From an optimization exercise on the open Yosys and OpenROAD flow, aimed at small area; shortcuts taken in it are not production practice.
In this exercise RTL edits were held to simulation tests only and were not proved equivalent to the original.

Design MatMul_top, start of the top module:
module MatMul_top (
	input clk, read, resetn, cs,
	input[31:0] writedata,
	output[31:0] readdata,
	output[7:0] conduit
);
wire[7:0] from_mm;
assign conduit = from_mm;
assign readdata = {24'b0, from_mm};
MatMul mm(.clk(clk), .cs(cs), .rw(read), .comdat(writedata[7]), .data_in(writedata[6:0]), .data_out(from_mm));
endmodule
Size in the first run: about 2900 cells after synthesis, about 920 flip-flops, roughly 76 I/O pins.
Settings: LEC_CHECK=0, CAP_MARGIN=20, CORE_MARGIN=2, CORE_UTILIZATION=40, SLEW_MARGIN=20; clock period 12.0 ns.
run.sh (not shown) runs the stock make flow with config.mk's settings and CLKGATE_MAP_FILE= SYNTH_SCRIPT=/design/flow/synth_recipe.tcl, a recipe that flattens the netlist after the stock synthesis.
The starting point produced a clean layout.
Then changed:
- CORE_UTILIZATION: 40 -> 65
Outcome: Count of clock-buffer cells in the layout rises by 11. Final area came out lower by 1.8%. Clock skew went up by 14 ps. Synthesized area does not change. Sequential share of layout area went up by 1.1 points.
Then changed:
- CAP_MARGIN: 20 -> 10
- CORE_UTILIZATION: 65 -> 60
- CTS_BUF_LIST: default -> sky130_fd_sc_hd__clkbuf_8
- CTS_CLUSTER_DIAMETER: default -> 60
- CTS_CLUSTER_SIZE: default -> 16
- SLEW_MARGIN: 20 -> 10
Effect: The changed run ran to the end with no violations; cell area went down by a few percent; sequential share of layout area went up by 1.7 points; clock-buffer cell count went down by 38; worst hold slack got worse by 14 ps; utilization went down by 7.4 points.

## rev 12
Another version of the RTL of MatMul_top (not shown whole).
Size: roughly 2,800 cells after synthesis, roughly 920 flip-flops, about 76 I/O pins, ~43,000 µm² of cells after synthesis.
export LEC_CHECK = 0
export CAP_MARGIN = 20
export CORE_MARGIN = 2
export CORE_UTILIZATION = 40
export CTS_BUF_LIST = sky130_fd_sc_hd__clkbuf_8
export CTS_CLUSTER_DIAMETER = 60
export CTS_CLUSTER_SIZE = 16
export SLEW_MARGIN = 20
create_clock -name core_clock -period 12.0 [get_ports {clk}]
standard.sh (not shown) runs the stock make flow with config.mk's settings and CLKGATE_MAP_FILE= SYNTH_SCRIPT=/design/flow/synth_recipe.tcl, a recipe that flattens the netlist after the stock synthesis.
==> flow/flow/run.sh <==
#!/bin/bash
# Own flow: the standard synthesis and layout, with plain buffers (buf_2)
# on the ports and no dummy loads in the clock tree.
set -euo pipefail
bash standard.sh finish \
  "BUFFER_PORTS_ARGS=-buffer_cell sky130_fd_sc_hd__buf_2" \
  "CTS_ARGS=-sink_clustering_enable -repair_clock_nets -sink_clustering_size 16 -sink_clustering_max_diameter 60 -buf_list sky130_fd_sc_hd__clkbuf_8 -dont_use_dummy_load" \
  > std_flow.log 2>&1
Inputs modified between rev 12 and rev 13:
==> flow/run.sh (new file) <==
#!/bin/bash
# synth_recipe.tcl (not shown) runs the flow's synth.tcl, then flattens the netlist and writes it again
# the make line also repeats each setting of config.mk as NAME=value (left out here)
make -C /OpenROAD-flow-scripts/flow DESIGN_CONFIG=/design/flow/config.mk WORK_HOME=/design/flow/orfs CLKGATE_MAP_FILE= SYNTH_SCRIPT=/design/flow/synth_recipe.tcl finish
removed: flow/flow/run.sh
removed: flow/standard.sh
## What came out
In rev 13 relative to rev 12, first-pass GRT wire length had gone up by a few percent.
Per the comparison of rev 13 with rev 12, maximum frequency decreased by 0.57% relative to the old numbers, post-route non-filler standard cell count saw an increase.

RTL: one of the versions met above, not the one the previous note started from.
For scale: ~2900 cells after synthesis, about 76 I/O pins.
export LEC_CHECK = 0
export CAP_MARGIN = 20
export CORE_MARGIN = 2
export CORE_UTILIZATION = 40
export CTS_BUF_LIST = sky130_fd_sc_hd__clkbuf_8
export CTS_CLUSTER_DIAMETER = 60
export CTS_CLUSTER_SIZE = 16
export SLEW_MARGIN = 20
create_clock -name core_clock -period 12.0 [get_ports {clk}]
==> flow/flow/run.sh <==
#!/bin/bash
# Own flow: the standard synthesis and layout, with plain buffers (buf_2)
# on the ports and no dummy loads in the clock tree.
set -euo pipefail
bash standard.sh finish \
  "BUFFER_PORTS_ARGS=-buffer_cell sky130_fd_sc_hd__buf_2" \
  "CTS_ARGS=-sink_clustering_enable -repair_clock_nets -sink_clustering_size 16 -sink_clustering_max_diameter 60 -buf_list sky130_fd_sc_hd__clkbuf_8 -dont_use_dummy_load" \
  > std_flow.log 2>&1
The first run went through all stages and came out clean.
==> next run, changes <==
==> flow/run.sh (new file) <==
#!/bin/bash
# synth_recipe.tcl (not shown) runs the flow's synth.tcl, then flattens the netlist and writes it again
# the make line also repeats each setting of config.mk as NAME=value (left out here)
make -C /OpenROAD-flow-scripts/flow DESIGN_CONFIG=/design/flow/config.mk WORK_HOME=/design/flow/orfs CLKGATE_MAP_FILE= SYNTH_SCRIPT=/design/flow/synth_recipe.tcl finish
- CTS_BUF_LIST: sky130_fd_sc_hd__clkbuf_8 -> unset
- CTS_CLUSTER_SIZE: 16 -> 25
removed: flow/flow/run.sh
removed: flow/standard.sh
Effect:
- first-iteration DRC count went down by 13%
- final area went up by 2.6%
- wire length went down by 0.70%
- global-route usage went down by 0.48 points
- clock skew went down by 0.035 ns
- final cell count went up by 1.1%
- worst hold slack degrades by 0.023 ns
==> next run, changes <==
- CTS_BUF_LIST: unset -> sky130_fd_sc_hd__clkbuf_8
- CTS_CLUSTER_SIZE: 25 -> 16
- GPL_TIMING_DRIVEN: unset -> 0
Critical path depth went up by 5.
Hold slack gets better by 0.0071 ns.
Via count rises by 8.9%.
Cell count rose by about 3.4%.
Area after synthesis stays the same.
Die area stays the same.
Worst setup slack degrades by 0.068 ns.
First-iteration DRC count grows by about 43%.

[re-timing with driven ports]
The results above use ideal ports. As a check the final layouts listed here were re-extracted and re-timed, cells and wires unchanged. Step 1 sets driving cells, clkbuf_16 on the clock port and buf_2 on the other inputs (assumed; they add their load-dependent delay and slew). Step 2 times the ports against the registers' clock, not the clock port: input delays grow and output delays shrink by t, the midpoint of the rising clock arrivals with the driver on. Three values: no drivers, after step 1, after step 2; two values: the first two.
run | t (ns) | slack for setup (ns) | worst hold slack (ns) | latest minus earliest clock arrival (ns)
the first run of note 1 | 0.720 | 0.354 / 0.284 / 1.004 | 0.672 / 0.672 / 0.672 | 0.034 / 0.034
the second run of note 1 | 0.716 | 0.234 / 0.166 / 0.881 | 0.681 / 0.681 / 0.681 | 0.037 / 0.037
the third run of note 1 | 0.762 | 0.347 / 0.279 / 1.041 | 0.666 / 0.666 / 0.666 | 0.054 / 0.054
rev 12 | 0.759 | 0.371 / 0.315 / 1.074 | 0.706 / 0.706 / 0.706 | 0.055 / 0.056
rev 13 | 0.778 | 0.304 / 0.249 / 1.028 | 0.680 / 0.680 / 0.680 | 0.053 / 0.053
the first run of note 3 | 0.753 | 0.397 / 0.325 / 1.078 | 0.695 / 0.695 / 0.695 | 0.082 / 0.082
the second run of note 3 | 0.702 | 0.325 / 0.253 / 0.955 | 0.673 / 0.673 / 0.673 | 0.040 / 0.040
the third run of note 3 | 0.791 | 0.257 / 0.192 / 0.984 | 0.680 / 0.680 / 0.680 | 0.050 / 0.051
After both steps setup and hold are still met in every run listed.
